What follows belongs to an exercise in optimizing a design on an open flow for small area; a production flow would make more cautious choices.
Function was checked by simulation only, so behaviour that the tests miss may differ from the original.

==> flow/design.v <==
module clock_generator(
    input logic clk,
    input logic rst,
    output logic low_clk,
    output logic tick
);
logic [10:0] ct;
assign tick = (ct == 11'd399);
always_ff @ (posedge clk) begin
    if (rst) begin
        ct <= 11'd0;
        low_clk <= 1'b0;
    end else begin
        if (ct == 11'd200) low_clk <= 1'b0;
        if (ct == 11'd399) begin
            low_clk <= 1'b1;
            ct <= 11'd0;
        end else ct <= ct + 11'd1;
    end
end
endmodule
module processor(
    input logic rst,
    input logic clk,
    input logic tick,
    input logic [167:0] msg,
    output logic signal,
    output logic [31:0] balance,
    output logic msg_enable,
    output logic msg_type
);
logic [31:0] bestBid;
logic [31:0] myBid;
logic [31:0] bestAsk;
logic [31:0] myAsk;
logic [31:0] seq;
logic [1:0] state;
logic [31:0] stock;
logic [31:0] prev_ct;
logic [31:0] cur_ct;
always_ff @ (posedge clk) begin
    if (rst) begin
        msg_enable <= 1'b0;
        prev_ct <= 32'd0;
    end else if (tick) begin
        if (cur_ct != prev_ct) begin
            prev_ct <= cur_ct;
            msg_enable <= 1'b1;
        end else begin
            msg_enable <= 1'b0;
        end
    end
end
always_ff @ (posedge clk) begin
    if (rst) begin
        balance <= 32'd100000;
        cur_ct <= 32'd0;
        bestBid <= 32'd0;
        myBid <= 32'd1;
        bestAsk <= 32'hFFFFFFFF;
        myAsk <= 32'hFFFFFFFE;
        seq <= 32'd0;
        state <= 2'd0;
        stock <= 32'd0;
        signal <= 1'b0;
        msg_type <= 1'b0;
    end else if (state == 2'd0) begin
        signal <= 1'b0;
        if (seq == msg[39:8]) begin
            if (msg[7:0] == 8'd0) begin
                if (msg[47:40] == 8'd0) begin
                    if (msg[111:80] >= myAsk) begin
                        state <= 2'd1;
                        stock <= stock - msg[143:112];
                        balance <= balance + msg[111:80] * msg[143:112];
                        cur_ct <= cur_ct + 32'd1;
                        msg_type <= 1'b1;
                    end
                    else begin
                        if (msg[111:80] > bestBid) begin
                            bestBid <= msg[111:80];
                            myBid <= msg[111:80] + 32'd1;
                        end
                    end
                end else begin
                    if (msg[111:80] <= myBid) begin
                        state <= 2'd1;
                        stock <= stock + msg[143:112];
                        balance <= balance - msg[111:80] * msg[143:112];
                        cur_ct <= cur_ct + 32'd1;
                        msg_type <= 1'b0;
                    end
                    else begin
                        if (msg[111:80] < bestAsk) begin
                            bestAsk <= msg[111:80];
                            myAsk <= msg[111:80] - 32'd1;
                        end
                    end
                end
            seq <= seq + 32'd1;
            end
        end
    end else if (state == 2'd1) begin
        state <= 2'd0;
        signal <= 1'b1;
    end
end
endmodule
module led_driver(
    input logic rst,
    input logic clk,
    input logic [31:0] balance,
    output logic cclr_neg,
    output logic[3:0] num,
    output logic clk_out,
    output logic tick
);
logic [3:0] buffer[0:7];
logic [3:0] ct;
logic [2:0] state_1;
clock_generator gen(.clk(clk), .rst(rst), .low_clk(clk_out), .tick(tick));
always_ff @ (posedge clk) begin
    if (rst) begin
        state_1 <= 3'd0;
        ct <= 4'd0;
        cclr_neg <= 1'b0;
        num <= 4'd0;
    end else if (tick) begin
        if (state_1 == 3'd0) begin
            cclr_neg <= 1'b0;
            state_1 <= 3'd1;
            ct <= 4'd0;
        end else if (state_1 == 3'd1) begin
            state_1 <= 3'd2;
            cclr_neg <= 1'b1;
        end else begin
            cclr_neg <= 1'b1;
            num <= buffer[ct[2:0]];
            if (ct == 4'd7) ct <= 4'd0;
            else ct <= ct + 4'd1;
        end
    end
end
logic [3:0] calculation[0:7];
logic [3:0] ct_cal;
logic [3:0] state;
logic [31:0] balance_buf;
logic [31:0] place;
always_comb begin
    case (state)
        4'd1: place = 32'd10000000;
        4'd2: place = 32'd1000000;
        4'd3: place = 32'd100000;
        4'd4: place = 32'd10000;
        4'd5: place = 32'd1000;
        4'd6: place = 32'd100;
        4'd7: place = 32'd10;
        4'd8: place = 32'd1;
        default: place = 32'd0;
    endcase
end
always_ff @ (posedge clk) begin
    if (rst) begin
        state <= 4'd0;
        ct_cal <= 4'd0;
    end else if (state == 4'd0) begin
        balance_buf <= balance;
        ct_cal <= 4'd0;
        state <= 4'd1;
    end else if (state == 4'd9) begin
        buffer[ct_cal[2:0]] <= calculation[ct_cal[2:0]];
        if (ct_cal == 4'd7) begin
            ct_cal <= 4'd0;
            state <= 4'd0;
        end else ct_cal <= ct_cal + 4'd1;
    end else begin
        if (({28'd0, ct_cal} + 32'd1) * place > balance_buf) begin
            calculation[state[2:0] - 3'd1] <= ct_cal;
            balance_buf <= balance_buf - {28'd0, ct_cal} * place;
            ct_cal <= 4'd0;
            state <= state + 4'd1;
        end else ct_cal <= ct_cal + 4'd1;
    end
end
endmodule
module trader_core(
    input logic rst,
    input logic clk,
    input logic [167:0] msg,
    output logic signal,
    output logic [31:0] balance,
    output logic cclr_neg,
    output logic clk_out,
    output logic [3:0] num,
    output logic msg_enable,
    output logic msg_type
);
logic tick;
led_driver driver(.rst(rst), .clk(clk), .balance(balance), .cclr_neg(cclr_neg),
                  .num(num), .clk_out(clk_out), .tick(tick));
processor process(.rst(rst), .clk(clk), .tick(tick), .msg(msg), .signal(signal),
                  .balance(balance), .msg_enable(msg_enable), .msg_type(msg_type));
endmodule
==> flow/run.sh <==
#!/bin/bash
# synth_recipe.tcl (not shown) runs the flow's synth.tcl, then flattens the netlist and writes it again
# the make line also repeats each setting of config.mk as NAME=value (left out here)
make -C /OpenROAD-flow-scripts/flow DESIGN_CONFIG=/design/flow/config.mk WORK_HOME=/design/flow/orfs CLKGATE_MAP_FILE= SYNTH_SCRIPT=/design/flow/synth_recipe.tcl finish
==> flow/config.mk <==
export PLATFORM = sky130hd
export DESIGN_NAME = trader_core
export DESIGN_NICKNAME = trader_core
export VERILOG_FILES = /design/flow/design.v
export SDC_FILE = /design/flow/constraint.sdc
export NUM_CORES = 4
export LEC_CHECK = 0
export CAP_MARGIN = 20
export CORE_MARGIN = 2
export CORE_UTILIZATION = 40
export SLEW_MARGIN = 20
==> flow/constraint.sdc <==
create_clock -name core_clock -period 12.0 [get_ports {clk}]
set_input_delay 2.4000 -clock core_clock [delete_from_list [all_inputs] [get_ports {clk}]]
set_output_delay 2.4000 -clock core_clock [all_outputs]
set_load 0.01 [all_outputs]
==> run notes <==
[worst max-delay path by stage]
stage,depth (start not counted),endpoint,from,slack [ns]
after CTS,33,process.balance[31],msg[90],0.54
after floorplan,35,process.balance[31],msg[84],0.60
after global placement,31,process.balance[31],msg[90],-0.1
after detailed placement,33,process.balance[31],msg[90],-0.08
final,30,process.balance[31],msg[92],0.53
after global routing,34,process.balance[31],msg[114],0.01
[flip-flops by register name, summed over array words and instances (netlist names), 11 cells and up]
| name | cells |
|---|---|
| driver.calculation | 32 |
| driver.gen.ct | 11 |
| process.bestBid | 32 |
| process.balance | 32 |
| driver.balance_buf | 32 |
| process.myAsk | 32 |
| process.cur_ct | 32 |
| process.myBid | 32 |
| process.prev_ct | 32 |
| process.bestAsk | 32 |
| driver.buffer | 32 |
| process.seq | 32 |
[cell families after synthesis]
family          share of synthesized area (%)
simple gates                             18.5
buf+inv                                  8.17
fa+ha+maj                                34.3
compound gates                           8.58
flops                                    19.2
xor+xnor                                 7.24
mux                                      4.03
[routing by layer]
layer	track usage, %	part of all wire [%]	vias up
met4	6.18	3.0	6
met3	2.04	3.8	173
met5	0	0.029	-
met1	27.1	45	17047
met2	34.2	48	674
li1	-	-	16960
[cell usage in the layout, fill, tap and decap left out, drive strengths merged, types with 51 or more instances in the layout]
cell type      count
inv              733
fa               520
nand2            514
nor2             476
ha               413
and2             295
dfxtp            291
xnor2            212
a21oi            165
xor2             163
mux2i            157
buf              155
clkdlybuf4s50    145
o21ai            101
a21o             100
edfxtp            96
nand3             81
nand4             62
and3              60
nor3              51
clkbuf            51
[worst register-to-register path: cells and delay by family (launching register included)]
kind                     cells  cell delay, ns
AND/OR/NAND/NOR             10            3.05
AO/OA/AOI/OAI               12            3.07
adder cells (fa/ha/maj)      6            2.95
buffers and inverters        2            0.34
flip-flops                   1            0.59
[cell type report]
class | count | area [µm²] | area share (%)
Multi-Input combinational cell | 3817 | 33000 | 65.0
Inverter | 732 | 2750 | 5.41
Tap cell | 1500 | 1880 | 3.69
Clock buffer | 50 | 1160 | 2.29
Timing Repair Buffer | 303 | 2730 | 5.36
Clock inverter | 32 | 574 | 1.13
Sequential cell | 387 | 8710 | 17.1
[metrics by stage]
step                setup WS (ns)  area [µm²]  hold WS [ns]  setup TNS (ns)
floorplan                   0.603       45400         0.426               0
global placement          -0.0961       49100         0.442         -0.0961
detailed placement        -0.0844       49100         0.457         -0.0844
CTS                         0.540       50800         0.471               0
global route               0.0132       50800         0.489               0
finish                      0.530       50800         0.466               0
==> run_results.csv <==
group,metric,value,unit
outcome,status,"finished clean",
timing,min_period_over_period,95.6,%
clock_network,cts_max_level,2,
route,vias,34860,
timing,final-setup-viol-count,0,
placed_design,dp_cells,6738,
worst_setup_path,reg2reg_depth,30,
synth,syn_avg_cell_area,8.75,µm²
timing,fin_skew,0.0379,ns
route,post_drt_wl_per_cell,17.0,µm
synth,netlist-cell-type-count,77,
layout,final_util,45.2,%
synth,ys_warn_count,3,
clock_network,cts-resized-gates,0,
layout,drive_above_1_share,5.26,%
floorplanning,floorplan.die_area,116000,µm²
floorplanning,placeableCoreArea,112000,µm²
global_route,grt-ovfl-total,0,
placed_design,place.detailed.hpwl,92600,µm
timing,slew_margin_rel,31.1,%
route,drt_first_iter_violations,1885,
timing,hold_viol,0,
clock_network,cts_tree,"done",
route,via_per_inst,5.11,
synth,synthTopCellsByCount,"730 x inv_1, 520 x fa_1, 514 x nand2_1",
global_route,grt_first_pass_wirelength,189000,µm
synth,ys_seq_elements,387,
worst_setup_path,worst_path_dominant_cell_family,"adder cells",
worst_hold_path,hp-start,"driver.gen.ct[0]",
synth,synth.yosys.seq_area_share,19.2,%
route,antenna_left,0,
worst_setup_path,crit_top_cell,"fa_1",
synth,synth_largest_type_area_fraction,22.9,%
clock_network,clk_pin_slew,0.06,ns
layout,final_cell_count_no_fill,6821,
layout,num-nets-final,6388,
floorplanning,fp-row-count,123,
layout,syn_to_final_growth,12.0,%
worst_setup_path,timing.critical_path.to_type,"flop",
global_route,antenna_found_initial,8,
synth,postSynth.asyncResetShare,0,%
timing,tightest_slew,1.03,ns
worst_hold_path,hold_class,"flop to flop",
route,finalWirelength,116000,µm
timing,timing.final.crit_period,11.47,ns
worst_setup_path,flop_to_flop_setup_slack,1.62,ns
worst_setup_path,crit_path_start_kind,"primary input",
clock_network,cts_num_sinks,387,
synth,postSynth.topFlopCell,"dfxtp_1",
layout,diodes,0,
worst_setup_path,timing_worst_setup_path_type,"primary input to flop",
synth,synth_nets,6289,
flow_run,timing.max_cap.violations,0,
timing,setup_repair_after_global_routing_missed_its_margin,"false",
worst_setup_path,critical_path_buf_inv_count,5,
clock_network,holdBufCountCts,0,
worst_setup_path,worst-endpoint-arrival,11.95,ns
worst_hold_path,min_path_cells,1,
clock_network,cts_post_setup_buffers_inserted,0,
clock_network,cts_root_buffer,"clkbuf_16",
synth,synth_cells,5186,
layout,fill_cells,10944,
floorplanning,initial_core_util,40.3,%
worst_setup_path,crit_fanout,13,
synth,synth_area_leader_cell,"fa_1",
floorplanning,design.portCount,211,
synth,synth_most_common_cell,"inv_1",
synth,synth_edf_count,96,
route,first_pass_iters,6,
worst_setup_path,critPathMaxStageDelay,0.71,ns
worst_setup_path,ff_to_ff_start,"driver.state[0]",
clock_network,max-clock-path-buffers,3,
synth,synth_area,45400,µm²
timing,final-max-slew-violation-count,0,
timing,max_freq,0.0872,GHz
global_route,grt_max_degree,95,
worst_setup_path,required,12.48,ns
synth,synth_top_cells_by_area,"fa_1 23%, dfxtp_1 13%, ha_1 11%",
placed_design,place.gp.congestion,0.898,
placed_design,buffer_ports.inserted,154,
worst_hold_path,hold_ep,"driver.gen.ct[0]",
floorplanning,y_dimension_of_the_die,341,µm
clock_network,cts_inserted_buffers,44,
clock_network,insertion_delay,0.62,ns
global_route,first_global_vias,34978,
worst_setup_path,r2r-end,"driver.calculation[7][2]",
floorplanning,die_w,341,µm
worst_setup_path,crit_slowest_cell,"clkdlybuf4s50_1",
global_route,total_routing_usage_reported_by_global_routing,20.2,%
route,remaining_drc_errors,0,

[what the ideal ports hide]
No port has a modelled driver above. Below, the same layout with a new extraction and two added sets of constraints. Step 1 assumes that a clkbuf_16 drives the clock port and a buf_2 every other input. Step 2 also shifts input and output timing later by t, the mid clock arrival at the registers, as if the neighbouring blocks saw the same clock. Three values: no drivers, after step 1, after step 2; two values: the first two.
shift t [ns]: 0.670
setup slack, ns: 0.530 / 0.578 / -0.092
worst data-port slew with drivers (ns): 0.13
Met with ideal ports but missed after step 2: setup timing in this run. For this run, drivers alone change the setup slack by +0.048 ns; drivers and shift together by -0.622 ns.
